Context: an optimization exercise on an open-source flow, tuned for small area and a short achievable clock period. The choices shown serve that exercise and are no tape-out recipe. No run shown here included a check of the RTL's function; only the layout flow was run.

==> flow/design.v <==
`timescale 1ns/1ps
module mul_pipe_single #(
  parameter XLEN    = 32,
  parameter RD_BITS = 5,
  parameter TAG_W   = 4
) (
  input  wire                 clk,
  input  wire                 rst,
  input  wire                 EX_mul,
  input  wire [XLEN-1:0]      EX_mul_a,
  input  wire [XLEN-1:0]      EX_mul_b,
  input  wire [RD_BITS-1:0]   EX_mul_rd,
  input  wire [TAG_W-1:0]     EX_mul_tag,
  input  wire                 MEM_we,     
  input  wire                 MEM_jlx,    
  output wire                 mul_result_valid,
  output wire [XLEN-1:0]      mul_result,
  output wire [RD_BITS-1:0]   mul_rd,           
  output wire [TAG_W-1:0]     mul_result_tag,   
  output wire                 mul_busy,
  output wire [RD_BITS-1:0]   mul_busy_rd,
  output wire [TAG_W-1:0]     mul_busy_tag,
  output wire                 mul_wb_conflict_stall,
  output wire                 mul_issue_stall
);
  reg  [2:0]         cnt;
  reg  [31:0]        a;
  reg  [31:0]        pbn;     
  reg  [3:0]         bo, bt;   
  reg  [23:0]        acc;
  reg  [RD_BITS-1:0] rd;
  reg  [TAG_W-1:0]   tag;
  wire idle  = (cnt == 3'd0);
  wire valid = (cnt == 3'd5);
  assign mul_busy         = !idle;
  assign mul_result_valid = valid;
  assign mul_result       = valid ? ~pbn : 32'd0;
  assign mul_rd           = valid ? rd  : {RD_BITS{1'b0}};
  assign mul_result_tag   = valid ? tag : {TAG_W{1'b0}};
  assign mul_busy_rd      = mul_rd;
  assign mul_busy_tag     = mul_result_tag;
  assign mul_wb_conflict_stall = valid && (MEM_we || MEM_jlx);
  assign mul_issue_stall       = EX_mul && !idle;
  wire [8:0] nw = idle ? {EX_mul_b[7:0], 1'b0} : ~pbn[15:7];
  wire [3:0] no, nt;
  wire [3:0] bn = ~{pbn[7], pbn[5], pbn[3], pbn[1]};
  genvar gj;
  generate
    for (gj = 0; gj < 4; gj = gj + 1) begin : g_booth
      assign no[gj] = nw[2*gj] ^ nw[2*gj+1];
      assign nt[gj] = (nw[2*gj+2] & ~nw[2*gj+1] & ~nw[2*gj]) | (~nw[2*gj+2] & nw[2*gj+1] & nw[2*gj]);
    end
  endgenerate
  wire [31:0] sa, sb, x;
  wire pp1;
  wire pp2;
  wire pp3;
  wire pp4;
  wire pp5;
  wire pp6;
  wire pp7;
  wire pp8;
  wire pp9;
  wire pp10;
  wire pp11;
  wire pp12;
  wire pp13;
  wire pp14;
  wire pp15;
  wire pp16;
  wire pp17;
  wire pp18;
  wire pp19;
  wire pp20;
  wire pp21;
  wire pp22;
  wire pp23;
  wire pp24;
  wire pp25;
  wire pp26;
  wire pp27;
  wire pp28;
  wire pp29;
  wire pp30;
  wire pp31;
  wire pp32;
  wire pp33;
  wire pp34;
  wire pp35;
  wire pp36;
  wire pp37;
  wire pp38;
  wire pp39;
  wire pp40;
  wire pp41;
  wire pp42;
  wire pp43;
  wire pp44;
  wire pp45;
  wire pp46;
  wire pp47;
  wire pp48;
  wire pp49;
  wire pp50;
  wire pp51;
  wire pp52;
  wire pp53;
  wire pp54;
  wire pp55;
  wire pp56;
  wire pp57;
  wire pp58;
  wire pp59;
  wire pp60;
  wire pp61;
  wire pp62;
  wire pp63;
  wire pp64;
  wire pp65;
  wire pp66;
  wire pp67;
  wire pp68;
  wire pp69;
  wire pp70;
  wire pp71;
  wire pp72;
  wire pp73;
  wire pp74;
  wire pp75;
  wire pp76;
  wire pp77;
  wire pp78;
  wire pp79;
  wire pp80;
  wire pp81;
  wire pp82;
  wire pp83;
  wire pp84;
  wire pp85;
  wire pp86;
  wire pp87;
  wire pp88;
  wire pp89;
  wire pp90;
  wire pp91;
  wire pp92;
  wire pp93;
  wire pp94;
  wire pp95;
  wire pp96;
  wire pp97;
  wire pp98;
  wire pp99;
  wire pp100;
  wire pp101;
  wire pp102;
  wire pp103;
  wire pp104;
  wire pp105;
  wire pp106;
  wire pp107;
  wire pp108;
  wire pp109;
  wire pp110;
  wire pp111;
  wire pp112;
  wire pp113;
  wire pp114;
  wire pp115;
  wire pp116;
  wire s117;
  wire c118;
  wire s119;
  wire c120;
  wire s121;
  wire c122;
  wire s123;
  wire c124;
  wire s125;
  wire c126;
  wire s127;
  wire c128;
  wire s129;
  wire c130;
  wire s131;
  wire c132;
  wire s133;
  wire c134;
  wire s135;
  wire c136;
  wire s137;
  wire c138;
  wire s139;
  wire c140;
  wire s141;
  wire c142;
  wire s143;
  wire c144;
  wire s145;
  wire c146;
  wire s147;
  wire c148;
  wire s149;
  wire c150;
  wire s151;
  wire c152;
  wire s153;
  wire c154;
  wire s155;
  wire c156;
  wire s157;
  wire c158;
  wire s159;
  wire c160;
  wire s161;
  wire c162;
  wire s163;
  wire c164;
  wire s165;
  wire c166;
  wire s167;
  wire c168;
  wire s169;
  wire c170;
  wire s171;
  wire c172;
  wire s173;
  wire c174;
  wire s175;
  wire c176;
  wire s177;
  wire c178;
  wire s179;
  wire c180;
  wire s181;
  wire c182;
  wire s183;
  wire c184;
  wire s185;
  wire c186;
  wire s187;
  wire c188;
  wire s189;
  wire c190;
  wire s191;
  wire c192;
  wire s193;
  wire c194;
  wire s195;
  wire c196;
  wire s197;
  wire c198;
  wire s199;
  wire c200;
  wire s201;
  wire c202;
  wire s203;
  wire c204;
  wire s205;
  wire c206;
  wire s207;
  wire c208;
  wire s209;
  wire c210;
  wire s211;
  wire c212;
  wire s213;
  wire c214;
  wire s215;
  wire c216;
  wire s217;
  wire c218;
  wire s219;
  wire c220;
  wire s221;
  wire c222;
  wire s223;
  wire c224;
  wire s225;
  wire c226;
  wire s227;
  wire c228;
  wire s229;
  wire c230;
  wire s231;
  wire c232;
  wire s233;
  wire c234;
  wire s235;
  wire c236;
  wire s237;
  wire c238;
  wire s239;
  wire c240;
  wire s241;
  wire c242;
  wire s243;
  wire c244;
  wire s245;
  wire c246;
  wire s247;
  wire c248;
  wire s249;
  wire c250;
  wire s251;
  wire c252;
  wire s253;
  wire c254;
  wire s255;
  wire c256;
  wire s257;
  wire c258;
  wire s259;
  wire c260;
  wire s261;
  wire c262;
  wire s263;
  wire c264;
  wire s265;
  wire c266;
  wire s267;
  wire c268;
  wire s269;
  wire c270;
  wire s271;
  wire c272;
  wire s273;
  wire c274;
  wire s275;
  wire c276;
  wire s277;
  wire c278;
  wire s279;
  wire c280;
  wire s281;
  wire c282;
  wire s283;
  wire c284;
  wire g285;
  wire p286;
  wire g287;
  wire p288;
  wire g289;
  wire p290;
  wire g291;
  wire p292;
  wire g293;
  wire p294;
  wire g295;
  wire p296;
  wire g297;
  wire p298;
  wire g299;
  wire p300;
  wire g301;
  wire p302;
  wire g303;
  wire p304;
  wire g305;
  wire p306;
  wire g307;
  wire p308;
  wire g309;
  wire p310;
  wire g311;
  wire p312;
  wire g313;
  wire p314;
  wire g315;
  wire p316;
  wire g317;
  wire p318;
  wire g319;
  wire p320;
  wire g321;
  wire p322;
  wire g323;
  wire p324;
  wire g325;
  wire p326;
  wire g327;
  wire p328;
  wire g329;
  wire p330;
  wire g331;
  wire p332;
  wire g333;
  wire p334;
  wire g335;
  wire p336;
  wire g337;
  wire p338;
  wire g339;
  wire p340;
  wire g341;
  wire p342;
  wire g343;
  wire p344;
  wire g345;
  wire p346;
  wire g347;
  wire p348;
  wire g349;
  wire g350;
  wire p351;
  wire g352;
  wire p353;
  wire g354;
  wire p355;
  wire g356;
  wire p357;
  wire g358;
  wire p359;
  wire g360;
  wire p361;
  wire g362;
  wire p363;
  wire g364;
  wire p365;
  wire g366;
  wire p367;
  wire g368;
  wire p369;
  wire g370;
  wire p371;
  wire g372;
  wire p373;
  wire g374;
  wire p375;
  wire g376;
  wire p377;
  wire g378;
  wire p379;
  wire g380;
  wire p381;
  wire g382;
  wire p383;
  wire g384;
  wire p385;
  wire g386;
  wire p387;
  wire g388;
  wire p389;
  wire g390;
  wire p391;
  wire g392;
  wire p393;
  wire g394;
  wire p395;
  wire g396;
  wire p397;
  wire g398;
  wire p399;
  wire g400;
  wire p401;
  wire g402;
  wire p403;
  wire g404;
  wire p405;
  wire g406;
  wire p407;
  wire g408;
  wire p409;
  wire g410;
  wire p411;
  wire g412;
  wire p413;
  wire g414;
  wire p415;
  wire g416;
  wire p417;
  wire g418;
  wire p419;
  wire g420;
  wire p421;
  wire g422;
  wire p423;
  wire g424;
  wire p425;
  wire g426;
  wire p427;
  wire g428;
  wire p429;
  wire g430;
  wire p431;
  wire g432;
  wire p433;
  wire g434;
  wire p435;
  wire g436;
  wire p437;
  wire g438;
  wire p439;
  wire g440;
  wire p441;
  wire g442;
  wire p443;
  wire g444;
  wire p445;
  wire g446;
  wire p447;
  wire g448;
  wire p449;
  wire g450;
  wire p451;
  wire g452;
  wire p453;
  wire g454;
  wire p455;
  wire g456;
  wire p457;
  wire g458;
  wire p459;
  wire g460;
  wire p461;
  wire g462;
  wire p463;
  assign pp1 = (bo[0] & a[0]) ^ bn[0];
  assign pp2 = ((bo[0] & a[1]) | (bt[0] & a[0])) ^ bn[0];
  assign pp3 = ((bo[0] & a[2]) | (bt[0] & a[1])) ^ bn[0];
  assign pp4 = ((bo[0] & a[3]) | (bt[0] & a[2])) ^ bn[0];
  assign pp5 = ((bo[0] & a[4]) | (bt[0] & a[3])) ^ bn[0];
  assign pp6 = ((bo[0] & a[5]) | (bt[0] & a[4])) ^ bn[0];
  assign pp7 = ((bo[0] & a[6]) | (bt[0] & a[5])) ^ bn[0];
  assign pp8 = ((bo[0] & a[7]) | (bt[0] & a[6])) ^ bn[0];
  assign pp9 = ((bo[0] & a[8]) | (bt[0] & a[7])) ^ bn[0];
  assign pp10 = ((bo[0] & a[9]) | (bt[0] & a[8])) ^ bn[0];
  assign pp11 = ((bo[0] & a[10]) | (bt[0] & a[9])) ^ bn[0];
  assign pp12 = ((bo[0] & a[11]) | (bt[0] & a[10])) ^ bn[0];
  assign pp13 = ((bo[0] & a[12]) | (bt[0] & a[11])) ^ bn[0];
  assign pp14 = ((bo[0] & a[13]) | (bt[0] & a[12])) ^ bn[0];
  assign pp15 = ((bo[0] & a[14]) | (bt[0] & a[13])) ^ bn[0];
  assign pp16 = ((bo[0] & a[15]) | (bt[0] & a[14])) ^ bn[0];
  assign pp17 = ((bo[0] & a[16]) | (bt[0] & a[15])) ^ bn[0];
  assign pp18 = ((bo[0] & a[17]) | (bt[0] & a[16])) ^ bn[0];
  assign pp19 = ((bo[0] & a[18]) | (bt[0] & a[17])) ^ bn[0];
  assign pp20 = ((bo[0] & a[19]) | (bt[0] & a[18])) ^ bn[0];
  assign pp21 = ((bo[0] & a[20]) | (bt[0] & a[19])) ^ bn[0];
  assign pp22 = ((bo[0] & a[21]) | (bt[0] & a[20])) ^ bn[0];
  assign pp23 = ((bo[0] & a[22]) | (bt[0] & a[21])) ^ bn[0];
  assign pp24 = ((bo[0] & a[23]) | (bt[0] & a[22])) ^ bn[0];
  assign pp25 = ((bo[0] & a[24]) | (bt[0] & a[23])) ^ bn[0];
  assign pp26 = ((bo[0] & a[25]) | (bt[0] & a[24])) ^ bn[0];
  assign pp27 = ((bo[0] & a[26]) | (bt[0] & a[25])) ^ bn[0];
  assign pp28 = ((bo[0] & a[27]) | (bt[0] & a[26])) ^ bn[0];
  assign pp29 = ((bo[0] & a[28]) | (bt[0] & a[27])) ^ bn[0];
  assign pp30 = ((bo[0] & a[29]) | (bt[0] & a[28])) ^ bn[0];
  assign pp31 = ((bo[0] & a[30]) | (bt[0] & a[29])) ^ bn[0];
  assign pp32 = ((bo[0] & a[31]) | (bt[0] & a[30])) ^ bn[0];
  assign pp33 = (bo[1] & a[0]) ^ bn[1];
  assign pp34 = ((bo[1] & a[1]) | (bt[1] & a[0])) ^ bn[1];
  assign pp35 = ((bo[1] & a[2]) | (bt[1] & a[1])) ^ bn[1];
  assign pp36 = ((bo[1] & a[3]) | (bt[1] & a[2])) ^ bn[1];
  assign pp37 = ((bo[1] & a[4]) | (bt[1] & a[3])) ^ bn[1];
  assign pp38 = ((bo[1] & a[5]) | (bt[1] & a[4])) ^ bn[1];
  assign pp39 = ((bo[1] & a[6]) | (bt[1] & a[5])) ^ bn[1];
  assign pp40 = ((bo[1] & a[7]) | (bt[1] & a[6])) ^ bn[1];
  assign pp41 = ((bo[1] & a[8]) | (bt[1] & a[7])) ^ bn[1];
  assign pp42 = ((bo[1] & a[9]) | (bt[1] & a[8])) ^ bn[1];
  assign pp43 = ((bo[1] & a[10]) | (bt[1] & a[9])) ^ bn[1];
  assign pp44 = ((bo[1] & a[11]) | (bt[1] & a[10])) ^ bn[1];
  assign pp45 = ((bo[1] & a[12]) | (bt[1] & a[11])) ^ bn[1];
  assign pp46 = ((bo[1] & a[13]) | (bt[1] & a[12])) ^ bn[1];
  assign pp47 = ((bo[1] & a[14]) | (bt[1] & a[13])) ^ bn[1];
  assign pp48 = ((bo[1] & a[15]) | (bt[1] & a[14])) ^ bn[1];
  assign pp49 = ((bo[1] & a[16]) | (bt[1] & a[15])) ^ bn[1];
  assign pp50 = ((bo[1] & a[17]) | (bt[1] & a[16])) ^ bn[1];
  assign pp51 = ((bo[1] & a[18]) | (bt[1] & a[17])) ^ bn[1];
  assign pp52 = ((bo[1] & a[19]) | (bt[1] & a[18])) ^ bn[1];
  assign pp53 = ((bo[1] & a[20]) | (bt[1] & a[19])) ^ bn[1];
  assign pp54 = ((bo[1] & a[21]) | (bt[1] & a[20])) ^ bn[1];
  assign pp55 = ((bo[1] & a[22]) | (bt[1] & a[21])) ^ bn[1];
  assign pp56 = ((bo[1] & a[23]) | (bt[1] & a[22])) ^ bn[1];
  assign pp57 = ((bo[1] & a[24]) | (bt[1] & a[23])) ^ bn[1];
  assign pp58 = ((bo[1] & a[25]) | (bt[1] & a[24])) ^ bn[1];
  assign pp59 = ((bo[1] & a[26]) | (bt[1] & a[25])) ^ bn[1];
  assign pp60 = ((bo[1] & a[27]) | (bt[1] & a[26])) ^ bn[1];
  assign pp61 = ((bo[1] & a[28]) | (bt[1] & a[27])) ^ bn[1];
  assign pp62 = ((bo[1] & a[29]) | (bt[1] & a[28])) ^ bn[1];
  assign pp63 = (bo[2] & a[0]) ^ bn[2];
  assign pp64 = ((bo[2] & a[1]) | (bt[2] & a[0])) ^ bn[2];
  assign pp65 = ((bo[2] & a[2]) | (bt[2] & a[1])) ^ bn[2];
  assign pp66 = ((bo[2] & a[3]) | (bt[2] & a[2])) ^ bn[2];
  assign pp67 = ((bo[2] & a[4]) | (bt[2] & a[3])) ^ bn[2];
  assign pp68 = ((bo[2] & a[5]) | (bt[2] & a[4])) ^ bn[2];
  assign pp69 = ((bo[2] & a[6]) | (bt[2] & a[5])) ^ bn[2];
  assign pp70 = ((bo[2] & a[7]) | (bt[2] & a[6])) ^ bn[2];
  assign pp71 = ((bo[2] & a[8]) | (bt[2] & a[7])) ^ bn[2];
  assign pp72 = ((bo[2] & a[9]) | (bt[2] & a[8])) ^ bn[2];
  assign pp73 = ((bo[2] & a[10]) | (bt[2] & a[9])) ^ bn[2];
  assign pp74 = ((bo[2] & a[11]) | (bt[2] & a[10])) ^ bn[2];
  assign pp75 = ((bo[2] & a[12]) | (bt[2] & a[11])) ^ bn[2];
  assign pp76 = ((bo[2] & a[13]) | (bt[2] & a[12])) ^ bn[2];
  assign pp77 = ((bo[2] & a[14]) | (bt[2] & a[13])) ^ bn[2];
  assign pp78 = ((bo[2] & a[15]) | (bt[2] & a[14])) ^ bn[2];
  assign pp79 = ((bo[2] & a[16]) | (bt[2] & a[15])) ^ bn[2];
  assign pp80 = ((bo[2] & a[17]) | (bt[2] & a[16])) ^ bn[2];
  assign pp81 = ((bo[2] & a[18]) | (bt[2] & a[17])) ^ bn[2];
  assign pp82 = ((bo[2] & a[19]) | (bt[2] & a[18])) ^ bn[2];
  assign pp83 = ((bo[2] & a[20]) | (bt[2] & a[19])) ^ bn[2];
  assign pp84 = ((bo[2] & a[21]) | (bt[2] & a[20])) ^ bn[2];
  assign pp85 = ((bo[2] & a[22]) | (bt[2] & a[21])) ^ bn[2];
  assign pp86 = ((bo[2] & a[23]) | (bt[2] & a[22])) ^ bn[2];
  assign pp87 = ((bo[2] & a[24]) | (bt[2] & a[23])) ^ bn[2];
  assign pp88 = ((bo[2] & a[25]) | (bt[2] & a[24])) ^ bn[2];
  assign pp89 = ((bo[2] & a[26]) | (bt[2] & a[25])) ^ bn[2];
  assign pp90 = ((bo[2] & a[27]) | (bt[2] & a[26])) ^ bn[2];
  assign pp91 = (bo[3] & a[0]) ^ bn[3];
  assign pp92 = ((bo[3] & a[1]) | (bt[3] & a[0])) ^ bn[3];
  assign pp93 = ((bo[3] & a[2]) | (bt[3] & a[1])) ^ bn[3];
  assign pp94 = ((bo[3] & a[3]) | (bt[3] & a[2])) ^ bn[3];
  assign pp95 = ((bo[3] & a[4]) | (bt[3] & a[3])) ^ bn[3];
  assign pp96 = ((bo[3] & a[5]) | (bt[3] & a[4])) ^ bn[3];
  assign pp97 = ((bo[3] & a[6]) | (bt[3] & a[5])) ^ bn[3];
  assign pp98 = ((bo[3] & a[7]) | (bt[3] & a[6])) ^ bn[3];
  assign pp99 = ((bo[3] & a[8]) | (bt[3] & a[7])) ^ bn[3];
  assign pp100 = ((bo[3] & a[9]) | (bt[3] & a[8])) ^ bn[3];
  assign pp101 = ((bo[3] & a[10]) | (bt[3] & a[9])) ^ bn[3];
  assign pp102 = ((bo[3] & a[11]) | (bt[3] & a[10])) ^ bn[3];
  assign pp103 = ((bo[3] & a[12]) | (bt[3] & a[11])) ^ bn[3];
  assign pp104 = ((bo[3] & a[13]) | (bt[3] & a[12])) ^ bn[3];
  assign pp105 = ((bo[3] & a[14]) | (bt[3] & a[13])) ^ bn[3];
  assign pp106 = ((bo[3] & a[15]) | (bt[3] & a[14])) ^ bn[3];
  assign pp107 = ((bo[3] & a[16]) | (bt[3] & a[15])) ^ bn[3];
  assign pp108 = ((bo[3] & a[17]) | (bt[3] & a[16])) ^ bn[3];
  assign pp109 = ((bo[3] & a[18]) | (bt[3] & a[17])) ^ bn[3];
  assign pp110 = ((bo[3] & a[19]) | (bt[3] & a[18])) ^ bn[3];
  assign pp111 = ((bo[3] & a[20]) | (bt[3] & a[19])) ^ bn[3];
  assign pp112 = ((bo[3] & a[21]) | (bt[3] & a[20])) ^ bn[3];
  assign pp113 = ((bo[3] & a[22]) | (bt[3] & a[21])) ^ bn[3];
  assign pp114 = ((bo[3] & a[23]) | (bt[3] & a[22])) ^ bn[3];
  assign pp115 = ((bo[3] & a[24]) | (bt[3] & a[23])) ^ bn[3];
  assign pp116 = ((bo[3] & a[25]) | (bt[3] & a[24])) ^ bn[3];
  assign s117 = acc[4] ^ pp5 ^ pp35;
  assign c118 = (acc[4] & pp5) | (acc[4] & pp35) | (pp5 & pp35);
  assign s119 = acc[5] ^ pp6 ^ pp36;
  assign c120 = (acc[5] & pp6) | (acc[5] & pp36) | (pp6 & pp36);
  assign s121 = acc[6] ^ pp7 ^ pp37;
  assign c122 = (acc[6] & pp7) | (acc[6] & pp37) | (pp7 & pp37);
  assign s123 = pp65 ^ pp91 ^ bn[3];
  assign c124 = (pp65 & pp91) | (pp65 & bn[3]) | (pp91 & bn[3]);
  assign s125 = acc[7] ^ pp8 ^ pp38;
  assign c126 = (acc[7] & pp8) | (acc[7] & pp38) | (pp8 & pp38);
  assign s127 = pp66 ^ pp92 ^ s125;
  assign c128 = (pp66 & pp92) | (pp66 & s125) | (pp92 & s125);
  assign s129 = acc[8] ^ pp9 ^ pp39;
  assign c130 = (acc[8] & pp9) | (acc[8] & pp39) | (pp9 & pp39);
  assign s131 = pp67 ^ pp93 ^ s129;
  assign c132 = (pp67 & pp93) | (pp67 & s129) | (pp93 & s129);
  assign s133 = acc[9] ^ pp10 ^ pp40;
  assign c134 = (acc[9] & pp10) | (acc[9] & pp40) | (pp10 & pp40);
  assign s135 = pp68 ^ pp94 ^ s133;
  assign c136 = (pp68 & pp94) | (pp68 & s133) | (pp94 & s133);
  assign s137 = acc[10] ^ pp11 ^ pp41;
  assign c138 = (acc[10] & pp11) | (acc[10] & pp41) | (pp11 & pp41);
  assign s139 = pp69 ^ pp95 ^ s137;
  assign c140 = (pp69 & pp95) | (pp69 & s137) | (pp95 & s137);
  assign s141 = acc[11] ^ pp12 ^ pp42;
  assign c142 = (acc[11] & pp12) | (acc[11] & pp42) | (pp12 & pp42);
  assign s143 = pp70 ^ pp96 ^ s141;
  assign c144 = (pp70 & pp96) | (pp70 & s141) | (pp96 & s141);
  assign s145 = acc[12] ^ pp13 ^ pp43;
  assign c146 = (acc[12] & pp13) | (acc[12] & pp43) | (pp13 & pp43);
  assign s147 = pp71 ^ pp97 ^ s145;
  assign c148 = (pp71 & pp97) | (pp71 & s145) | (pp97 & s145);
  assign s149 = acc[13] ^ pp14 ^ pp44;
  assign c150 = (acc[13] & pp14) | (acc[13] & pp44) | (pp14 & pp44);
  assign s151 = pp72 ^ pp98 ^ s149;
  assign c152 = (pp72 & pp98) | (pp72 & s149) | (pp98 & s149);
  assign s153 = acc[14] ^ pp15 ^ pp45;
  assign c154 = (acc[14] & pp15) | (acc[14] & pp45) | (pp15 & pp45);
  assign s155 = pp73 ^ pp99 ^ s153;
  assign c156 = (pp73 & pp99) | (pp73 & s153) | (pp99 & s153);
  assign s157 = acc[15] ^ pp16 ^ pp46;
  assign c158 = (acc[15] & pp16) | (acc[15] & pp46) | (pp16 & pp46);
  assign s159 = pp74 ^ pp100 ^ s157;
  assign c160 = (pp74 & pp100) | (pp74 & s157) | (pp100 & s157);
  assign s161 = acc[16] ^ pp17 ^ pp47;
  assign c162 = (acc[16] & pp17) | (acc[16] & pp47) | (pp17 & pp47);
  assign s163 = pp75 ^ pp101 ^ s161;
  assign c164 = (pp75 & pp101) | (pp75 & s161) | (pp101 & s161);
  assign s165 = acc[17] ^ pp18 ^ pp48;
  assign c166 = (acc[17] & pp18) | (acc[17] & pp48) | (pp18 & pp48);
  assign s167 = pp76 ^ pp102 ^ s165;
  assign c168 = (pp76 & pp102) | (pp76 & s165) | (pp102 & s165);
  assign s169 = acc[18] ^ pp19 ^ pp49;
  assign c170 = (acc[18] & pp19) | (acc[18] & pp49) | (pp19 & pp49);
  assign s171 = pp77 ^ pp103 ^ s169;
  assign c172 = (pp77 & pp103) | (pp77 & s169) | (pp103 & s169);
  assign s173 = acc[19] ^ pp20 ^ pp50;
  assign c174 = (acc[19] & pp20) | (acc[19] & pp50) | (pp20 & pp50);
  assign s175 = pp78 ^ pp104 ^ s173;
  assign c176 = (pp78 & pp104) | (pp78 & s173) | (pp104 & s173);
  assign s177 = acc[20] ^ pp21 ^ pp51;
  assign c178 = (acc[20] & pp21) | (acc[20] & pp51) | (pp21 & pp51);
  assign s179 = pp79 ^ pp105 ^ s177;
  assign c180 = (pp79 & pp105) | (pp79 & s177) | (pp105 & s177);
  assign s181 = acc[21] ^ pp22 ^ pp52;
  assign c182 = (acc[21] & pp22) | (acc[21] & pp52) | (pp22 & pp52);
  assign s183 = pp80 ^ pp106 ^ s181;
  assign c184 = (pp80 & pp106) | (pp80 & s181) | (pp106 & s181);
  assign s185 = acc[22] ^ pp23 ^ pp53;
  assign c186 = (acc[22] & pp23) | (acc[22] & pp53) | (pp23 & pp53);
  assign s187 = pp81 ^ pp107 ^ s185;
  assign c188 = (pp81 & pp107) | (pp81 & s185) | (pp107 & s185);
  assign s189 = acc[23] ^ pp24 ^ pp54;
  assign c190 = (acc[23] & pp24) | (acc[23] & pp54) | (pp24 & pp54);
  assign s191 = pp82 ^ pp108 ^ s189;
  assign c192 = (pp82 & pp108) | (pp82 & s189) | (pp108 & s189);
  assign s193 = pp25 ^ pp55 ^ pp83;
  assign c194 = (pp25 & pp55) | (pp25 & pp83) | (pp55 & pp83);
  assign s195 = pp26 ^ pp56 ^ pp84;
  assign c196 = (pp26 & pp56) | (pp26 & pp84) | (pp56 & pp84);
  assign s197 = pp27 ^ pp57 ^ pp85;
  assign c198 = (pp27 & pp57) | (pp27 & pp85) | (pp57 & pp85);
  assign s199 = pp28 ^ pp58 ^ pp86;
  assign c200 = (pp28 & pp58) | (pp28 & pp86) | (pp58 & pp86);
  assign s201 = pp29 ^ pp59 ^ pp87;
  assign c202 = (pp29 & pp59) | (pp29 & pp87) | (pp59 & pp87);
  assign s203 = pp30 ^ pp60 ^ pp88;
  assign c204 = (pp30 & pp60) | (pp30 & pp88) | (pp60 & pp88);
  assign s205 = pp31 ^ pp61 ^ pp89;
  assign c206 = (pp31 & pp61) | (pp31 & pp89) | (pp61 & pp89);
  assign s207 = pp32 ^ pp62 ^ pp90;
  assign c208 = (pp32 & pp62) | (pp32 & pp90) | (pp62 & pp90);
  assign s209 = acc[2] ^ pp3 ^ pp33;
  assign c210 = (acc[2] & pp3) | (acc[2] & pp33) | (pp3 & pp33);
  assign s211 = acc[3] ^ pp4 ^ pp34;
  assign c212 = (acc[3] & pp4) | (acc[3] & pp34) | (pp4 & pp34);
  assign s213 = pp63 ^ bn[2] ^ s117;
  assign c214 = (pp63 & bn[2]) | (pp63 & s117) | (bn[2] & s117);
  assign s215 = pp64 ^ s119 ^ c118;
  assign c216 = (pp64 & s119) | (pp64 & c118) | (s119 & c118);
  assign s217 = s121 ^ s123 ^ c120;
  assign c218 = (s121 & s123) | (s121 & c120) | (s123 & c120);
  assign s219 = s127 ^ c122 ^ c124;
  assign c220 = (s127 & c122) | (s127 & c124) | (c122 & c124);
  assign s221 = s131 ^ c126 ^ c128;
  assign c222 = (s131 & c126) | (s131 & c128) | (c126 & c128);
  assign s223 = s135 ^ c130 ^ c132;
  assign c224 = (s135 & c130) | (s135 & c132) | (c130 & c132);
  assign s225 = s139 ^ c134 ^ c136;
  assign c226 = (s139 & c134) | (s139 & c136) | (c134 & c136);
  assign s227 = s143 ^ c138 ^ c140;
  assign c228 = (s143 & c138) | (s143 & c140) | (c138 & c140);
  assign s229 = s147 ^ c142 ^ c144;
  assign c230 = (s147 & c142) | (s147 & c144) | (c142 & c144);
  assign s231 = s151 ^ c146 ^ c148;
  assign c232 = (s151 & c146) | (s151 & c148) | (c146 & c148);
  assign s233 = s155 ^ c150 ^ c152;
  assign c234 = (s155 & c150) | (s155 & c152) | (c150 & c152);
  assign s235 = s159 ^ c154 ^ c156;
  assign c236 = (s159 & c154) | (s159 & c156) | (c154 & c156);
  assign s237 = s163 ^ c158 ^ c160;
  assign c238 = (s163 & c158) | (s163 & c160) | (c158 & c160);
  assign s239 = s167 ^ c162 ^ c164;
  assign c240 = (s167 & c162) | (s167 & c164) | (c162 & c164);
  assign s241 = s171 ^ c166 ^ c168;
  assign c242 = (s171 & c166) | (s171 & c168) | (c166 & c168);
  assign s243 = s175 ^ c170 ^ c172;
  assign c244 = (s175 & c170) | (s175 & c172) | (c170 & c172);
  assign s245 = s179 ^ c174 ^ c176;
  assign c246 = (s179 & c174) | (s179 & c176) | (c174 & c176);
  assign s247 = s183 ^ c178 ^ c180;
  assign c248 = (s183 & c178) | (s183 & c180) | (c178 & c180);
  assign s249 = s187 ^ c182 ^ c184;
  assign c250 = (s187 & c182) | (s187 & c184) | (c182 & c184);
  assign s251 = s191 ^ c186 ^ c188;
  assign c252 = (s191 & c186) | (s191 & c188) | (c186 & c188);
  assign s253 = pp109 ^ s193 ^ c190;
  assign c254 = (pp109 & s193) | (pp109 & c190) | (s193 & c190);
  assign s255 = pp110 ^ s195 ^ c194;
  assign c256 = (pp110 & s195) | (pp110 & c194) | (s195 & c194);
  assign s257 = pp111 ^ s197 ^ c196;
  assign c258 = (pp111 & s197) | (pp111 & c196) | (s197 & c196);
  assign s259 = pp112 ^ s199 ^ c198;
  assign c260 = (pp112 & s199) | (pp112 & c198) | (s199 & c198);
  assign s261 = pp113 ^ s201 ^ c200;
  assign c262 = (pp113 & s201) | (pp113 & c200) | (s201 & c200);
  assign s263 = pp114 ^ s203 ^ c202;
  assign c264 = (pp114 & s203) | (pp114 & c202) | (s203 & c202);
  assign s265 = pp115 ^ s205 ^ c204;
  assign c266 = (pp115 & s205) | (pp115 & c204) | (s205 & c204);
  assign s267 = pp116 ^ s207 ^ c206;
  assign c268 = (pp116 & s207) | (pp116 & c206) | (s207 & c206);
  assign s269 = c192 ^ s253 ^ c252;
  assign c270 = (c192 & s253) | (c192 & c252) | (s253 & c252);
  assign s271 = s255 ^ c254;
  assign c272 = s255 & c254;
  assign s273 = s257 ^ c256;
  assign c274 = s257 & c256;
  assign s275 = s259 ^ c258;
  assign c276 = s259 & c258;
  assign s277 = s261 ^ c260;
  assign c278 = s261 & c260;
  assign s279 = s263 ^ c262;
  assign c280 = s263 & c262;
  assign s281 = s265 ^ c264;
  assign c282 = s265 & c264;
  assign s283 = s267 ^ c266;
  assign c284 = s267 & c266;
  assign sa = {s283, s281, s279, s277, s275, s273, s271, s269, s251, s249, s247, s245, s243, s241, s239, s237, s235, s233, s231, s229, s227, s225, s223, s221, s219, s217, s215, s213, s211, bn[1], acc[1], acc[0]};
  assign sb = {c282, c280, c278, c276, c274, c272, c270, 1'b0, c250, c248, c246, c244, c242, c240, c238, c236, c234, c232, c230, c228, c226, c224, c222, c220, c218, c216, c214, c212, c210, s209, pp2, pp1};
  assign g285 = (sa[0] & sb[0]);
  assign p286 = (sa[0] ^ sb[0]);
  assign g287 = (sa[1] & sb[1]);
  assign p288 = (sa[1] ^ sb[1]);
  assign g289 = (sa[2] & sb[2]);
  assign p290 = (sa[2] ^ sb[2]);
  assign g291 = (sa[3] & sb[3]);
  assign p292 = (sa[3] ^ sb[3]);
  assign g293 = (sa[4] & sb[4]);
  assign p294 = (sa[4] ^ sb[4]);
  assign g295 = (sa[5] & sb[5]);
  assign p296 = (sa[5] ^ sb[5]);
  assign g297 = (sa[6] & sb[6]);
  assign p298 = (sa[6] ^ sb[6]);
  assign g299 = (sa[7] & sb[7]);
  assign p300 = (sa[7] ^ sb[7]);
  assign g301 = (sa[8] & sb[8]);
  assign p302 = (sa[8] ^ sb[8]);
  assign g303 = (sa[9] & sb[9]);
  assign p304 = (sa[9] ^ sb[9]);
  assign g305 = (sa[10] & sb[10]);
  assign p306 = (sa[10] ^ sb[10]);
  assign g307 = (sa[11] & sb[11]);
  assign p308 = (sa[11] ^ sb[11]);
  assign g309 = (sa[12] & sb[12]);
  assign p310 = (sa[12] ^ sb[12]);
  assign g311 = (sa[13] & sb[13]);
  assign p312 = (sa[13] ^ sb[13]);
  assign g313 = (sa[14] & sb[14]);
  assign p314 = (sa[14] ^ sb[14]);
  assign g315 = (sa[15] & sb[15]);
  assign p316 = (sa[15] ^ sb[15]);
  assign g317 = (sa[16] & sb[16]);
  assign p318 = (sa[16] ^ sb[16]);
  assign g319 = (sa[17] & sb[17]);
  assign p320 = (sa[17] ^ sb[17]);
  assign g321 = (sa[18] & sb[18]);
  assign p322 = (sa[18] ^ sb[18]);
  assign g323 = (sa[19] & sb[19]);
  assign p324 = (sa[19] ^ sb[19]);
  assign g325 = (sa[20] & sb[20]);
  assign p326 = (sa[20] ^ sb[20]);
  assign g327 = (sa[21] & sb[21]);
  assign p328 = (sa[21] ^ sb[21]);
  assign g329 = (sa[22] & sb[22]);
  assign p330 = (sa[22] ^ sb[22]);
  assign g331 = (sa[23] & sb[23]);
  assign p332 = (sa[23] ^ sb[23]);
  assign g333 = (sa[24] & sb[24]);
  assign p334 = (sa[24] ^ sb[24]);
  assign g335 = (sa[25] & sb[25]);
  assign p336 = (sa[25] ^ sb[25]);
  assign g337 = (sa[26] & sb[26]);
  assign p338 = (sa[26] ^ sb[26]);
  assign g339 = (sa[27] & sb[27]);
  assign p340 = (sa[27] ^ sb[27]);
  assign g341 = (sa[28] & sb[28]);
  assign p342 = (sa[28] ^ sb[28]);
  assign g343 = (sa[29] & sb[29]);
  assign p344 = (sa[29] ^ sb[29]);
  assign g345 = (sa[30] & sb[30]);
  assign p346 = (sa[30] ^ sb[30]);
  assign g347 = (sa[31] & sb[31]);
  assign p348 = (sa[31] ^ sb[31]);
  assign g349 = g285 | (p286 & bn[0]);
  assign g350 = g287 | (p288 & g349);
  assign p351 = p288 & p286;
  assign g352 = g291 | (p292 & g289);
  assign p353 = p292 & p290;
  assign g354 = g295 | (p296 & g293);
  assign p355 = p296 & p294;
  assign g356 = g299 | (p300 & g297);
  assign p357 = p300 & p298;
  assign g358 = g303 | (p304 & g301);
  assign p359 = p304 & p302;
  assign g360 = g307 | (p308 & g305);
  assign p361 = p308 & p306;
  assign g362 = g311 | (p312 & g309);
  assign p363 = p312 & p310;
  assign g364 = g315 | (p316 & g313);
  assign p365 = p316 & p314;
  assign g366 = g319 | (p320 & g317);
  assign p367 = p320 & p318;
  assign g368 = g323 | (p324 & g321);
  assign p369 = p324 & p322;
  assign g370 = g327 | (p328 & g325);
  assign p371 = p328 & p326;
  assign g372 = g331 | (p332 & g329);
  assign p373 = p332 & p330;
  assign g374 = g335 | (p336 & g333);
  assign p375 = p336 & p334;
  assign g376 = g339 | (p340 & g337);
  assign p377 = p340 & p338;
  assign g378 = g343 | (p344 & g341);
  assign p379 = p344 & p342;
  assign g380 = g347 | (p348 & g345);
  assign p381 = p348 & p346;
  assign g382 = g352 | (p353 & g350);
  assign p383 = p353 & p351;
  assign g384 = g356 | (p357 & g354);
  assign p385 = p357 & p355;
  assign g386 = g360 | (p361 & g358);
  assign p387 = p361 & p359;
  assign g388 = g364 | (p365 & g362);
  assign p389 = p365 & p363;
  assign g390 = g368 | (p369 & g366);
  assign p391 = p369 & p367;
  assign g392 = g372 | (p373 & g370);
  assign p393 = p373 & p371;
  assign g394 = g376 | (p377 & g374);
  assign p395 = p377 & p375;
  assign g396 = g380 | (p381 & g378);
  assign p397 = p381 & p379;
  assign g398 = g384 | (p385 & g382);
  assign p399 = p385 & p383;
  assign g400 = g388 | (p389 & g386);
  assign p401 = p389 & p387;
  assign g402 = g392 | (p393 & g390);
  assign p403 = p393 & p391;
  assign g404 = g396 | (p397 & g394);
  assign p405 = p397 & p395;
  assign g406 = g400 | (p401 & g398);
  assign p407 = p401 & p399;
  assign g408 = g404 | (p405 & g402);
  assign p409 = p405 & p403;
  assign g410 = g408 | (p409 & g406);
  assign p411 = p409 & p407;
  assign g412 = g402 | (p403 & g406);
  assign p413 = p403 & p407;
  assign g414 = g386 | (p387 & g398);
  assign p415 = p387 & p399;
  assign g416 = g390 | (p391 & g406);
  assign p417 = p391 & p407;
  assign g418 = g394 | (p395 & g412);
  assign p419 = p395 & p413;
  assign g420 = g354 | (p355 & g382);
  assign p421 = p355 & p383;
  assign g422 = g358 | (p359 & g398);
  assign p423 = p359 & p399;
  assign g424 = g362 | (p363 & g414);
  assign p425 = p363 & p415;
  assign g426 = g366 | (p367 & g406);
  assign p427 = p367 & p407;
  assign g428 = g370 | (p371 & g416);
  assign p429 = p371 & p417;
  assign g430 = g374 | (p375 & g412);
  assign p431 = p375 & p413;
  assign g432 = g378 | (p379 & g418);
  assign p433 = p379 & p419;
  assign g434 = g289 | (p290 & g350);
  assign p435 = p290 & p351;
  assign g436 = g293 | (p294 & g382);
  assign p437 = p294 & p383;
  assign g438 = g297 | (p298 & g420);
  assign p439 = p298 & p421;
  assign g440 = g301 | (p302 & g398);
  assign p441 = p302 & p399;
  assign g442 = g305 | (p306 & g422);
  assign p443 = p306 & p423;
  assign g444 = g309 | (p310 & g414);
  assign p445 = p310 & p415;
  assign g446 = g313 | (p314 & g424);
  assign p447 = p314 & p425;
  assign g448 = g317 | (p318 & g406);
  assign p449 = p318 & p407;
  assign g450 = g321 | (p322 & g426);
  assign p451 = p322 & p427;
  assign g452 = g325 | (p326 & g416);
  assign p453 = p326 & p417;
  assign g454 = g329 | (p330 & g428);
  assign p455 = p330 & p429;
  assign g456 = g333 | (p334 & g412);
  assign p457 = p334 & p413;
  assign g458 = g337 | (p338 & g430);
  assign p459 = p338 & p431;
  assign g460 = g341 | (p342 & g418);
  assign p461 = p342 & p419;
  assign g462 = g345 | (p346 & g432);
  assign p463 = p346 & p433;
  assign x[0] = p286 ^ bn[0];
  assign x[1] = p288 ^ g349;
  assign x[2] = p290 ^ g350;
  assign x[3] = p292 ^ g434;
  assign x[4] = p294 ^ g382;
  assign x[5] = p296 ^ g436;
  assign x[6] = p298 ^ g420;
  assign x[7] = p300 ^ g438;
  assign x[8] = p302 ^ g398;
  assign x[9] = p304 ^ g440;
  assign x[10] = p306 ^ g422;
  assign x[11] = p308 ^ g442;
  assign x[12] = p310 ^ g414;
  assign x[13] = p312 ^ g444;
  assign x[14] = p314 ^ g424;
  assign x[15] = p316 ^ g446;
  assign x[16] = p318 ^ g406;
  assign x[17] = p320 ^ g448;
  assign x[18] = p322 ^ g426;
  assign x[19] = p324 ^ g450;
  assign x[20] = p326 ^ g416;
  assign x[21] = p328 ^ g452;
  assign x[22] = p330 ^ g428;
  assign x[23] = p332 ^ g454;
  assign x[24] = p334 ^ g412;
  assign x[25] = p336 ^ g456;
  assign x[26] = p338 ^ g430;
  assign x[27] = p340 ^ g458;
  assign x[28] = p342 ^ g418;
  assign x[29] = p344 ^ g460;
  assign x[30] = p346 ^ g432;
  assign x[31] = p348 ^ g462;
  always @(posedge clk) begin
    if (rst) cnt <= 3'd0;
    else if (idle) cnt <= EX_mul ? 3'd1 : 3'd0;
    else if (valid) cnt <= 3'd0;
    else cnt <= cnt + 3'd1;
    bo <= no;
    bt <= nt;
    if (idle) begin
      a     <= EX_mul_a;
      pbn   <= ~EX_mul_b;
      rd    <= EX_mul_rd;
      tag   <= EX_mul_tag;
      acc   <= 24'd0;
    end else begin
      pbn   <= {~x[7:0], pbn[31:8]};
      acc   <= x[31:8];
    end
  end
endmodule
==> flow/flow/run.sh <==
#!/bin/bash
# Layout flow: the standard ORFS flow (standard.sh, unchanged synthesis), with
#  - after synthesis, flow/polarity.py flips full-adder cells (FA(~a,~b,~c) = ~FA(a,b,c))
#    so that fewer inverters are needed around them; registers are untouched
#  - port buffers made of plain buffers instead of the delay cells buffer_ports picks
set -euo pipefail
cd "$(dirname "$0")/.."
source flow/params.sh
export BUFFER_PORTS_ARGS
export SETUP_SLACK_MARGIN
R=orfs/results/sky130hd/mul_pipe_single/base
bash standard.sh synth > synth.log 2>&1
if [[ "${POLARITY:-1}" == 1 ]]; then
  cp $R/1_2_yosys.v $R/1_2_yosys.std.v
  python3 flow/polarity.py $R/1_2_yosys.std.v $R/1_2_yosys.v > polarity.log 2>&1
  rm -f $R/1_synth.odb
fi
bash standard.sh > standard.log 2>&1
==> flow/flow/params.sh <==
BUFFER_PORTS_ARGS="-buffer_cell sky130_fd_sc_hd__buf_1"
SETUP_SLACK_MARGIN=5.0
POLARITY=1
==> flow/flow/polarity.py <==
#!/usr/bin/env python3
"""Remove inverters around full adders in a flat gate-level netlist.

An xor2/xnor2 cell can be swapped for the other to invert its output. A full adder is self-dual: FA(~a, ~b, ~c) = (~cout, ~sum). So a full-adder cell can be
"flipped" (fed the complements of its inputs, its outputs then carry the complements of
their old values) without changing the circuit's function. This script chooses which
full adders to flip so that as few inverters as possible are needed, then rewrites the
netlist: inverters that only feed cell pins are removed and re-created where needed.
Registers, ports and all other cells are untouched.

usage: polarity.py IN.v OUT.v
"""
import random
import re
import sys
from collections import defaultdict

INV = re.compile(r'sky130_fd_sc_hd__(clk)?inv_\d+$')
FA = re.compile(r'sky130_fd_sc_hd__fa_\d+$')
XO = re.compile(r'sky130_fd_sc_hd__x(n?)or2_(\d+)$')
OUTPINS = {'X', 'Y', 'Q', 'Q_N', 'SUM', 'COUT', 'HI', 'LO'}

src = open(sys.argv[1]).read()
m = re.search(r'\bmodule\b.*?;', src, re.S)
endm = src.rindex('endmodule')
body = src[m.end():endm]

# statements of the module body
stmts = [s for s in re.split(r';', body)]
cells = []    # dict(type, name, pins: [(pin, net)], idx)
other = []    # (idx, text)
ports = set()
for i, s in enumerate(stmts):
    t = s.strip()
    if not t:
        continue
    cm = re.match(r'(sky130_fd_sc_hd__\w+)\s+(\S+)\s*\((.*)\)\s*$', t, re.S)
    if cm:
        pins = [(p, n.strip()) for p, n in re.findall(r'\.(\w+)\(([^()]*)\)', cm.group(3))]
        cells.append({'type': cm.group(1), 'name': cm.group(2), 'pins': pins})
        continue
    pm = re.match(r'(input|output|inout)\s+(\[[^\]]*\]\s*)?(\S+)', t)
    if pm:
        ports.add(pm.group(3))
    other.append(t)

def base_name(net):
    return re.sub(r'\s*\[\d+\]$', '', net.strip())

driver = {}
loads = defaultdict(list)   # net -> [(cell index, pin index)]
for ci, c in enumerate(cells):
    for pi, (p, n) in enumerate(c['pins']):
        if p in OUTPINS:
            driver[n] = ci
        else:
            loads[n].append((ci, pi))
# nets read by assign statements or ports count as fixed loads
assign_rhs = set()
for t in other:
    am = re.match(r'assign\s+(.*?)\s*=\s*(.*)$', t, re.S)
    if am:
        for tok in re.findall(r'\\\S+|[A-Za-z_][\w$]*(?:\s*\[\d+\])?', am.group(2)):
            assign_rhs.add(tok.strip())

def is_port_net(n):
    return base_name(n) in ports

# removable inverters: output feeds only cell input pins, is no port, no assign source
removable = set()
for ci, c in enumerate(cells):
    if INV.match(c['type']):
        y = dict(c['pins'])['Y']
        if not is_port_net(y) and y not in assign_rhs and y in loads:
            removable.add(ci)

def resolve(net):
    """logical source of a net: (base net, polarity) through removable inverters"""
    pol = 0
    seen = 0
    while net in driver and driver[net] in removable and seen < 100:
        net = dict(cells[driver[net]]['pins'])['A']
        pol ^= 1
        seen += 1
    return net, pol

fas = [ci for ci, c in enumerate(cells) if FA.match(c['type'])]
xos = [ci for ci, c in enumerate(cells) if XO.match(c['type'])]
flip = defaultdict(int)

# load requirements: list of (cell index, pin index, base, pol)
reqs = []
for ci, c in enumerate(cells):
    if ci in removable:
        continue
    for pi, (p, n) in enumerate(c['pins']):
        if p in OUTPINS:
            continue
        b, pol = resolve(n)
        reqs.append((ci, pi, b, pol))
by_base = defaultdict(list)
by_cell = defaultdict(list)
for r in reqs:
    by_base[r[2]].append(r)
    by_cell[r[0]].append(r)

def phys(b):
    d = driver.get(b)
    return flip[d] if d is not None and (FA.match(cells[d]['type']) or XO.match(cells[d]['type'])) else 0

def need(r):
    ci, pi, b, pol = r
    want = pol ^ (flip[ci] if FA.match(cells[ci]['type']) else 0)
    return want ^ phys(b)

def base_cost(b):
    return 1 if any(need(r) for r in by_base[b]) else 0

def fa_bases(ci):
    bs = {r[2] for r in by_cell[ci]}
    for p, n in cells[ci]['pins']:
        if p in OUTPINS:
            bs.add(n)
    return bs

total0 = sum(base_cost(b) for b in by_base)
movable = fas + xos
rng = random.Random(1)
best = None
for trial in range(30):
    if trial:
        for ci in movable:
            flip[ci] = best[ci]
        # perturb the best solution a little, then descend again
        for ci in rng.sample(movable, max(1, len(movable) // 10)):
            flip[ci] ^= 1
    for sweep in range(200):
        changed = False
        order = list(movable)
        rng.shuffle(order)
        for ci in order:
            bs = fa_bases(ci)
            before = sum(base_cost(b) for b in bs)
            flip[ci] ^= 1
            after = sum(base_cost(b) for b in bs)
            if after < before:
                changed = True
            elif after == before and rng.random() < 0.3 and sweep < 150:
                pass
            else:
                flip[ci] ^= 1
        if not changed and sweep >= 150:
            break
    cost = sum(base_cost(b) for b in by_base)
    if best is None or cost < best_cost:
        best, best_cost = {ci: flip[ci] for ci in movable}, cost
for ci in movable:
    flip[ci] = best[ci]
total1 = sum(base_cost(b) for b in by_base)

# rewrite
def esc(n):
    return n + ' ' if n.startswith('\\') else n

comp = {}
newcells = []
k = 0
for b in by_base:
    if base_cost(b):
        k += 1
        nn = f'polinv_n{k}'
        comp[b] = nn
        newcells.append(f'  sky130_fd_sc_hd__inv_1 polinv_{k} (\n    .A({esc(b)}),\n    .Y({nn})\n  );')
for r in reqs:
    ci, pi, b, pol = r
    p, _ = cells[ci]['pins'][pi]
    cells[ci]['pins'][pi] = (p, comp[b] if need(r) else b)

out = [src[:m.end()], '\n']
for t in other:
    out.append('  ' + t + ' ;\n')
for nn in comp.values():
    out.append(f'  wire {nn};\n')
for ci, c in enumerate(cells):
    if ci in removable:
        continue
    xm = XO.match(c['type'])
    if xm and flip[ci]:
        c['type'] = f"sky130_fd_sc_hd__{'xor2' if xm.group(1) else 'xnor2'}_{xm.group(2)}"
        # xor2 drives X, xnor2 drives Y
        c['pins'] = [({'X': 'Y', 'Y': 'X'}.get(p, p), n) for p, n in c['pins']]
    pins = ',\n'.join(f'    .{p}({esc(n)})' for p, n in c['pins'])
    out.append(f'  {c["type"]} {c["name"]} (\n{pins}\n  );\n')
out.append('\n'.join(newcells) + '\n')
out.append(src[endm:])
open(sys.argv[2], 'w').write(''.join(out))
print(f'polarity: {len(fas)} full adders, {sum(flip[c] for c in fas)} flipped, '
      f'{sum(flip[c] for c in xos)} of {len(xos)} xor/xnor swapped, inverters {len(removable)} removable -> {len(comp)} needed '
      f'(cost before {total0}, after {total1})', file=sys.stderr)
==> flow/standard.sh <==
#!/bin/bash
# synth_recipe.tcl (not shown) runs the flow's synth.tcl, then flattens the netlist and writes it again
# the make line also repeats each setting of config.mk as NAME=value (left out here)
make -C /OpenROAD-flow-scripts/flow DESIGN_CONFIG=/design/flow/config.mk WORK_HOME=/design/flow/orfs CLKGATE_MAP_FILE= SYNTH_SCRIPT=/design/flow/synth_recipe.tcl "${@:-finish}"
==> flow/config.mk <==
export PLATFORM = sky130hd
export DESIGN_NAME = mul_pipe_single
export DESIGN_NICKNAME = mul_pipe_single
export VERILOG_FILES = /design/flow/design.v
export SDC_FILE = /design/flow/constraint.sdc
export NUM_CORES = 4
export LEC_CHECK = 0
export CAP_MARGIN = 20
export CORE_MARGIN = 2
export CORE_UTILIZATION = 40
export SLEW_MARGIN = 20
==> flow/constraint.sdc <==
create_clock -name core_clock -period 10.0 [get_ports {clk}]
set_input_delay 2.0000 -clock core_clock [delete_from_list [all_inputs] [get_ports {clk}]]
set_output_delay 2.0000 -clock core_clock [all_outputs]
set_load 0.01 [all_outputs]
==> results of run 1 <==
[timing repair]
action	in CTS	in global routing
gates resized for setup	31	21
pin swaps	8	8
buffers inserted	21	11
endpoints found under the hold margin	0	0
hold buffers	0	0
setup endpoints to repair	16	3
[layout by cell type, fill, tap and decap left out, drive strengths merged, types with 2 or more instances in the layout]
cell,count
buf,173
a22oi,112
xor2,97
fa,88
nor2,71
dfxtp,67
nand2,51
xnor2,44
inv,42
edfxtp,41
o21ai,39
ha,37
a21oi,21
clkbuf,10
and3,9
and2,6
nand3,5
nor3,5
o211ai,5
a21o,2
mux2i,2
a31oi,2
nor2b,2
a41oi,2
nand2b,2
clkinv,2
[state kept, by name, indices dropped and copies added (netlist names)]
register and cells:
acc 24, pbn 32, cnt 3, rd 5, a 32, bo 4
bt 4, tag 4
[cell type report]
cell class                 count  area [µm²]
tap                          275         344
clock buffer                   9         225
multi-input combinational    612        5720
sequential                   108        2590
clock inverter                 7        91.3
timing repair buffer         174         865
fill                        1940       11000
inverter                      38         146
[metrics by stage]
step | hold WS, ns | setup WS [ns]
2_1_floorplan | 0.426 | 5.01
3_3_place_gp | 0.444 | 4.13
3_5_place_dp | 0.457 | 4.09
4_1_cts | 0.477 | 4.77
5_1_grt | 0.502 | 4.54
6_report | 0.472 | 4.78
[path summary, 6_finish.rpt]
path / to / from
setup reg to reg: acc[23] / a[8]
hold / removal: pbn[22] / pbn[30]
hold reg to reg: pbn[22] / pbn[30]
setup / recovery: acc[23] / a[8]
[critical path: cells and delay by family (launching register included)]
kind	cells	cell delay [ns]
flops	1	0.54
simple gates	3	0.40
compound gates	5	1.10
xor+xnor	5	0.84
fa+ha+maj	5	2.20
[routing by layer]
| metal | GRT usage [%] | part of all wire [%] | vias to the layer above | routed length [µm] |
|---|---|---|---|---|
| met5 | 0 | 0 | - | 0 |
| met4 | 5.14 | 1.7 | 0 | 368 |
| met3 | 3.64 | 6.1 | 33 | 1340 |
| met2 | 31.6 | 49 | 214 | 10700 |
| met1 | 27.4 | 43 | 3217 | 9500 |
| li1 | - | - | 3036 | - |
==> results.txt, run 1 <==
The total setup violations reported at the end of the flow is 0. In this run the remaining antenna-violating nets after routing total 0. The shortest period the worst path allows came out at 5.22 ns.

Wires add up to 21.9 mm. For flop-to-flop paths, the worst setup slack is 4.78 ns. The insertion delay to the later sink of the worst-skew pair came out at 0.37 ns. The placed standard-cell area came out at 9120 µm².

The area growth from synthesis to layout is 16.7%. The pin count of the biggest net entering global routing is 70. The first-iteration detailed-routing DRC count came out at 519. From bottom edge to top edge, the die measures 150 µm. The run finished with no timing, DRC or antenna violations.

The number of failing hold endpoints at the final stage is 0. The data required time at the worst endpoint came out at 10.23 ns. Along the worst path, the maximum fanout reaches 5. Using the TritonRoute via totals, the vias-per-cell ratio works out to 5.31.

The effective utilization at floorplan is 40.7%. The mean post-synth cell area came out at 10.1 µm². The path class of the tightest hold or removal check is reg -> reg. The utilization after layout is 47.5%.

The maximum level of the CTS H-tree came out at 3. Of the cells placed in the final design, the portion with a size suffix greater than 1 is 11.7%. In this run the tightest slew margin relative to its limit is 57.2%. Once layout is done, the placed cells without fillers occupy 9980 µm².

Setup total negative slack on the finished layout was measured at 0 ns. The x dimension of the die came out at 150 µm. After detailed routing, the average wire length per cell comes to 17.9 µm.

Summing every instance area after synthesis gives 8550 µm². The worst-case clock buffer depth is 2. Summing over every cut layer, the via total after detailed routing is 6,500.

In this design, the stage delay of the slowest critical-path cell is 0.57 ns. Clock-pin slew was measured on the worst setup and hold paths at 0.09 ns. The initialized floorplan defines 53 standard-cell rows. Among all stages on the critical path, the largest delay is contributed by sky130_fd_sc_hd__fa_1. Counting tap cells, the placed design contains a total of 1,175 instances. The all-layer global routing usage came out at 19.7%. The first detailed-routing pass ran for 5 iterations. For this run, the number of Yosys warnings is 1. The tool flagged a number of max-cap violations equal to 0.

The wire length of the first global-routing pass came out at 34.2 mm. The critical path startpoint category is a register. The HPWL reported at the end of detailed placement is 14.7 mm. The critical path in this run is classified as reg -> reg. The count of placed standard cells in the final layout, fillers left out came out at 1,223. Along the worst hold path, the cell count comes to 2. The share of the cycle needed by the critical path after routing is 52.2%. The number of cells on the worst reg-to-reg path came out at 18.

The repair_antennas step left the layout with diodes totalling 0. The number of remaining DRC errors came out at 0. Setup repair after global routing could not meet its margin everywhere. The remaining global-route overflow is 0. The count of buffers inserted at the top-level ports is 131.

The kind of end point of the critical path is a register. The number of global-route vias before repair came out at 6,306. At the worst endpoint, the arrival time is 5.45 ns. The standard cell core area came out at 21,000 µm².

The total CTS buffers is 9. The number of antenna violations at the first check in global routing is 0. The cell count after synthesis came out at 843. The total number of nets in the final design came out at 1,146. The root buffer cell chosen for the clock tree is sky130_fd_sc_hd__clkbuf_16. The CTS sink count came out at 108.

The placer congestion estimate is 0.867. The setup clock skew after layout is 0.0167 ns. 132 I/O pins were placed. The die covers 22,600 µm².

The critical path goes through a22oi_1, xor2_1, fa_1, fa_1, fa_1, ha_4, nand2_1, nor3_2, a31oi_4, a31oi_4, a41oi_2, a211o_1, fa_1, xnor2_1, xnor2_1, xnor2_1, xnor2_1, nor2_1. Synthesis produced a netlist with a net count of 1,046. The max-slew violation count came out at 0.

The slew at the pin with the worst max-slew slack is 0.640 ns. The timing-limited maximum frequency is 192 MHz. TritonCTS built the clock tree.
==> inputs of run 2 (changes only) <==
--- a/flow/design.v
+++ b/flow/design.v
@@ -25,8 +25,8 @@
 );
   reg  [2:0]         cnt;
   reg  [31:0]        a;
-  reg  [31:0]        pbn;     
-  reg  [3:0]         bo, bt;   
+  reg  [31:0]        pb;      
+  reg  [3:0]         bo, bt, bn;   
   reg  [23:0]        acc;
   reg  [RD_BITS-1:0] rd;
   reg  [TAG_W-1:0]   tag;
@@ -34,21 +34,21 @@
   wire valid = (cnt == 3'd5);
   assign mul_busy         = !idle;
   assign mul_result_valid = valid;
-  assign mul_result       = valid ? ~pbn : 32'd0;
+  assign mul_result       = valid ? pb  : 32'd0;
   assign mul_rd           = valid ? rd  : {RD_BITS{1'b0}};
   assign mul_result_tag   = valid ? tag : {TAG_W{1'b0}};
   assign mul_busy_rd      = mul_rd;
   assign mul_busy_tag     = mul_result_tag;
   assign mul_wb_conflict_stall = valid && (MEM_we || MEM_jlx);
   assign mul_issue_stall       = EX_mul && !idle;
-  wire [8:0] nw = idle ? {EX_mul_b[7:0], 1'b0} : ~pbn[15:7];
-  wire [3:0] no, nt;
-  wire [3:0] bn = ~{pbn[7], pbn[5], pbn[3], pbn[1]};
+  wire [8:0] nw = idle ? {EX_mul_b[7:0], 1'b0} : pb[15:7];
+  wire [3:0] no, nt, nn;
   genvar gj;
   generate
     for (gj = 0; gj < 4; gj = gj + 1) begin : g_booth
       assign no[gj] = nw[2*gj] ^ nw[2*gj+1];
       assign nt[gj] = (nw[2*gj+2] & ~nw[2*gj+1] & ~nw[2*gj]) | (~nw[2*gj+2] & nw[2*gj+1] & nw[2*gj]);
+      assign nn[gj] = nw[2*gj+2];
     end
   endgenerate
   wire [31:0] sa, sb, x;
@@ -1019,14 +1019,15 @@
     else cnt <= cnt + 3'd1;
     bo <= no;
     bt <= nt;
+    bn <= nn;
     if (idle) begin
       a     <= EX_mul_a;
-      pbn   <= ~EX_mul_b;
+      pb    <= EX_mul_b;
       rd    <= EX_mul_rd;
       tag   <= EX_mul_tag;
       acc   <= 24'd0;
     end else begin
-      pbn   <= {~x[7:0], pbn[31:8]};
+      pb    <= {x[7:0], pb[31:8]};
       acc   <= x[31:8];
     end
   end
==> flow/flow/run.sh (replaced) <==
#!/bin/bash
# Layout flow: the standard ORFS flow (standard.sh, unchanged synthesis), with
#  - port buffers made of plain buffers instead of the delay cells buffer_ports picks by default
set -euo pipefail
cd "$(dirname "$0")/.."
source flow/params.sh
export BUFFER_PORTS_ARGS
export SETUP_SLACK_MARGIN
bash standard.sh > standard.log 2>&1
==> flow/flow/params.sh (replaced) <==
BUFFER_PORTS_ARGS="-buffer_cell sky130_fd_sc_hd__buf_2"
SETUP_SLACK_MARGIN=5.6
removed: flow/flow/polarity.py
==> results.txt, run 2 <==
Result of the run: finished clean (unchanged). The count of buffers inserted at the top-level ports came to 131 (unchanged). The number of global-route vias before repair is 6,855 (was 6,306).

The count of placed standard cells in the final layout, fillers left out is 1,306 (was 1,223). The all-layer global routing usage came out at 20.1% (was 19.7%). The endpoint arrival time on the critical path came out at 5.52 ns (was 5.45 ns). The kind of end point of the critical path is a register (unchanged).

The detailed-route vias per instance is 5.21 (was 5.31). The floorplan die height came out at 153 µm (was 150 µm). The post-detailed-routing wire length came out at 23.3 mm (was 21.9 mm). The first-iteration detailed-routing DRC count came out at 330 (was 519). The remaining global-route overflow came to 0 (unchanged).

The synthesized design contains 41 enable-type register cells. Largest registers: a (32), pb (32), acc (24) (was a (32), pbn (32), acc (24)). The floorplan row count was 54 (was 53). The worst hold slack came out at 0.444 ns (was 0.472 ns).

The TritonCTS clock tree is yes (unchanged). The critical path startpoint category is a register (unchanged). The synthesized net count is 1,128 (was 1,046).

The insertion delay to the later sink of the worst-skew pair came to 0.37 ns (about the same). The max-slew violation count is 0 (unchanged). The HPWL reported at the end of detailed placement came to 16.4 mm (was 14.7 mm). The fraction of registers with async set/reset is 0%. The part of the Yosys area used for sequential elements is 28.9%.

The final-layout setup total negative slack was 0 ns (unchanged). The clock-pin slew reported for the worst setup and hold paths after clock tree synthesis came to 0.09 ns (about the same). The library cell with the largest summed area after synthesis is sky130_fd_sc_hd__fa_1.

The highest fanout seen on the critical path is 4 (was 5). The slew at the pin with the worst max-slew slack is 0.825 ns (was 0.640 ns). The leading cell type in the layout, fill and taps excluded is sky130_fd_sc_hd__buf_2 (was sky130_fd_sc_hd__buf_1).

The headroom to the max-slew limit is 45.0% (was 57.2%). The worst-case clock buffer depth is 2 (unchanged). The effective utilization at floorplan was 40.8% (was 40.7%). The number of antenna violations at the first check in global routing is 1 (was 0).

The placed standard-cell area came out at 9660 µm² (was 9120 µm²). The routed length on met2 came out at 11.1 mm (was 10.7 mm). The number of top-level pins is 132 (unchanged).

The type of the worst setup path is reg -> reg (unchanged). The count of nets left with antenna violations after detail routing is 0 (unchanged). The fraction of layout instances using a drive strength above 1 is 22.6% (was 11.7%). The most common cell in the synthesized netlist is sky130_fd_sc_hd__a22oi_1.

The fraction of synthesized cell area taken by the top area cell type came out at 19.8%. The share of the cycle needed by the critical path after routing is 52.8% (was 52.2%). The timing-limited maximum frequency is 189 MHz (was 192 MHz). The classification of the worst-slack hold path is reg -> reg (unchanged). By area the synthesized netlist is led by sky130_fd_sc_hd__fa_1 20%, sky130_fd_sc_hd__dfxtp_1 15%, sky130_fd_sc_hd__edfxtp_1 14%, sky130_fd_sc_hd__a22oi_1 9.4%, sky130_fd_sc_hd__xnor2_1 7.3%. The data required time at the worst endpoint came to 10.25 ns (was 10.23 ns). The wire length of the first global-routing pass came out at 37.3 mm (was 34.2 mm). The total number of nets in the final design is 1,223 (was 1,146). The utilization after layout was 47.9% (was 47.5%). The average wire per cell in the routed design is 17.9 µm (about the same). The total CTS buffers came out at 9 (unchanged). The area growth from synthesis to layout is 17.3% (was 16.7%).

The summed instance area of the synthesized netlist is 8910 µm² (was 8550 µm²). The number of synthesized register bits is 108. Commonest cells after routing, fill and taps aside: 130 x sky130_fd_sc_hd__buf_2, 106 x sky130_fd_sc_hd__inv_1, 101 x sky130_fd_sc_hd__a22oi_1 (was 131 x sky130_fd_sc_hd__buf_1, 97 x sky130_fd_sc_hd__a22oi_1, 94 x sky130_fd_sc_hd__xor2_1).

The count of warnings emitted by yosys is 1 (unchanged). The detailed-router iteration count before antenna repair came out at 4 (was 5). The number of failing hold endpoints at the final stage is 0 (unchanged). The x dimension of the die came out at 153 µm (was 150 µm). The standard cell core area came out at 21,800 µm² (was 21,000 µm²). Ranked by instance count, the synthesized netlist is headed by 112 x sky130_fd_sc_hd__a22oi_1, 108 x sky130_fd_sc_hd__inv_1, 88 x sky130_fd_sc_hd__fa_1, 80 x sky130_fd_sc_hd__nand2_1, 74 x sky130_fd_sc_hd__xnor2_1. Setup repair after global routing missed its margin: true (unchanged).

The total setup violations reported at the end of the flow was 0 (unchanged). The number of different library cells in the post-synthesis netlist is 42. The number of remaining DRC errors came out at 0 (unchanged). The cell at the root of the clock tree is sky130_fd_sc_hd__clkbuf_16 (unchanged). The instance count after placement with tap cells included is 1,259 (was 1,175). In the synthesized netlist the dominant register cell turns out to be sky130_fd_sc_hd__dfxtp_1. The setup clock skew after layout is 0.0120 ns (was 0.0167 ns).

The pin count of the biggest net entering global routing is 52 (was 70). The CTS sink count is 108 (unchanged). The max-capacitance violation count is 0 (unchanged). The cell area after layout came out at 10,500 µm² (was 9980 µm²). The mean post-synth cell area came out at 9.63 µm² (was 10.1 µm²). The length of routed wiring on met1 came to 10.5 mm (was 9.50 mm). The placer congestion estimate came out at 0.827 (was 0.867). The maximum level of the CTS H-tree came out at 3 (unchanged). The routed length on met3 is 1.49 mm (was 1.34 mm). The number of vias in the routed layout came out at 6,810 (was 6,500). The uppermost metal layer occupied by signal nets is met4 (unchanged).

The count of hold buffers inserted by post-cts repair came out at 0 (unchanged). The cell count after synthesis is 925 (was 843). The die footprint is 23,500 µm² (was 22,600 µm²). The shortest period the worst path allows is 5.28 ns (was 5.22 ns).
-- run 2: cell types whose count changed in the layout (fill, tap and decap cells not counted), sizes merged, moves of 28 or more --
cell,before,now
inv,42,113
nor2,71,35
and3,9,41
xnor2,44,74
xor2,97,67
nand2,51,80
o21ai,39,11
-- run 2: final timing paths --
path,end,cells after the start,slack (ns),startpoint
max,acc[23],20,4.72,a[5]
min,pb[12],2,0.44,pb[20]
max reg2reg,acc[23],20,4.72,a[5]
min reg2reg,pb[12],2,0.44,pb[20]
-- run 2: cell type report --
class / instances / area (µm²)
clock buffer: 9 / 225
fill: 2090 / 11400
inverter: 109 / 415
clock inverter: 7 / 83.8
tap: 280 / 350
multi-input combinational: 619 / 5750
antenna: 1 / 2.50
sequential: 108 / 2590
timing repair buffer: 173 / 1040
-- run 2: kinds of logic (layout without fill, tap and decap cells) --
| group | after synthesis | after routing | share of synthesized area [%] |
|---|---|---|---|
| DFF | 108 | 108 | 28.9 |
| muxes | 6 | 6 | 0.674 |
| buffers and inverters | 198 | 298 | 8.91 |
| AOI/OAI and AO/OA | 163 | 163 | 13.0 |
| xor gates and xnor gates | 141 | 141 | 13.9 |
| other | 0 | 1 | 0 |
| adders and majority gates | 125 | 125 | 25.0 |
| and+or+nand+nor | 184 | 184 | 9.69 |
-- run 2: through the flow --
step	setup WS, ns
after floorplan	4.85
after global placement	4.04
after detailed placement	3.95
after CTS	4.75
after global routing	4.51
final	4.72
-- run 2: routing by layer --
layer | vias up | GRT usage [%]
met4 | 0 | 4.67
met5 | - | 0
li1 | 3211 | -
met2 | 228 | 31.9
met3 | 19 | 4.34
met1 | 3352 | 28.1
-- run 2: worst max-delay path: stages, from the launching register on --
cell,delay [ns]
sky130_fd_sc_hd__edfxtp_1,0.51
sky130_fd_sc_hd__a22oi_2,0.26
sky130_fd_sc_hd__xnor2_2,0.11
sky130_fd_sc_hd__fa_1,0.50
sky130_fd_sc_hd__inv_1,0.05
sky130_fd_sc_hd__fa_1,0.47
sky130_fd_sc_hd__fa_1,0.53
sky130_fd_sc_hd__inv_2,0.05
sky130_fd_sc_hd__ha_4,0.21
sky130_fd_sc_hd__a21o_1,0.16
sky130_fd_sc_hd__or3b_4,0.39
sky130_fd_sc_hd__a31o_4,0.25
sky130_fd_sc_hd__a211o_4,0.35
sky130_fd_sc_hd__a41o_1,0.22
sky130_fd_sc_hd__o41ai_4,0.24
sky130_fd_sc_hd__fa_2,0.27
sky130_fd_sc_hd__xnor2_2,0.11
sky130_fd_sc_hd__xnor2_1,0.15
sky130_fd_sc_hd__xnor2_1,0.15
sky130_fd_sc_hd__xnor2_1,0.13
sky130_fd_sc_hd__nor2_1,0.05
-- run 2: repair_timing --
action                                  in CTS  in global routing
setup buffers                               15                 15
endpoints found under the setup margin      23                 20
pin swaps                                    5                  9
resized for setup                           22                 30

==> port drivers added, routing unchanged <==
The flow's constraints put no driver on any port. The routed layouts listed below were extracted and timed again, unchanged, in two steps.
Step 1, drivers: a clkbuf_16 drives clk and a buf_2 each remaining input, both assumed.
Step 2, shift: input delay + t, output delay - t, t = (earliest + latest rising clock arrival at the registers) / 2. This alone moves slack from input paths to output paths.
Slacks: ideal / step 1 / step 2; pairs: ideal / step 1.
run | t (ns) | slack for setup (ns) | latest minus earliest clock arrival (ns) | slew at the worst register clock pin (ns) | worst data-port slew with drivers (ns)
run 1 | 0.404 | 4.783 / 4.783 / 4.783 | 0.017 / 0.017 | 0.09 / 0.09 | 0.05
run 2 | 0.409 | 4.722 / 4.722 / 4.722 | 0.012 / 0.012 | 0.09 / 0.09 | 0.06
After both steps every run listed still meets setup and hold.
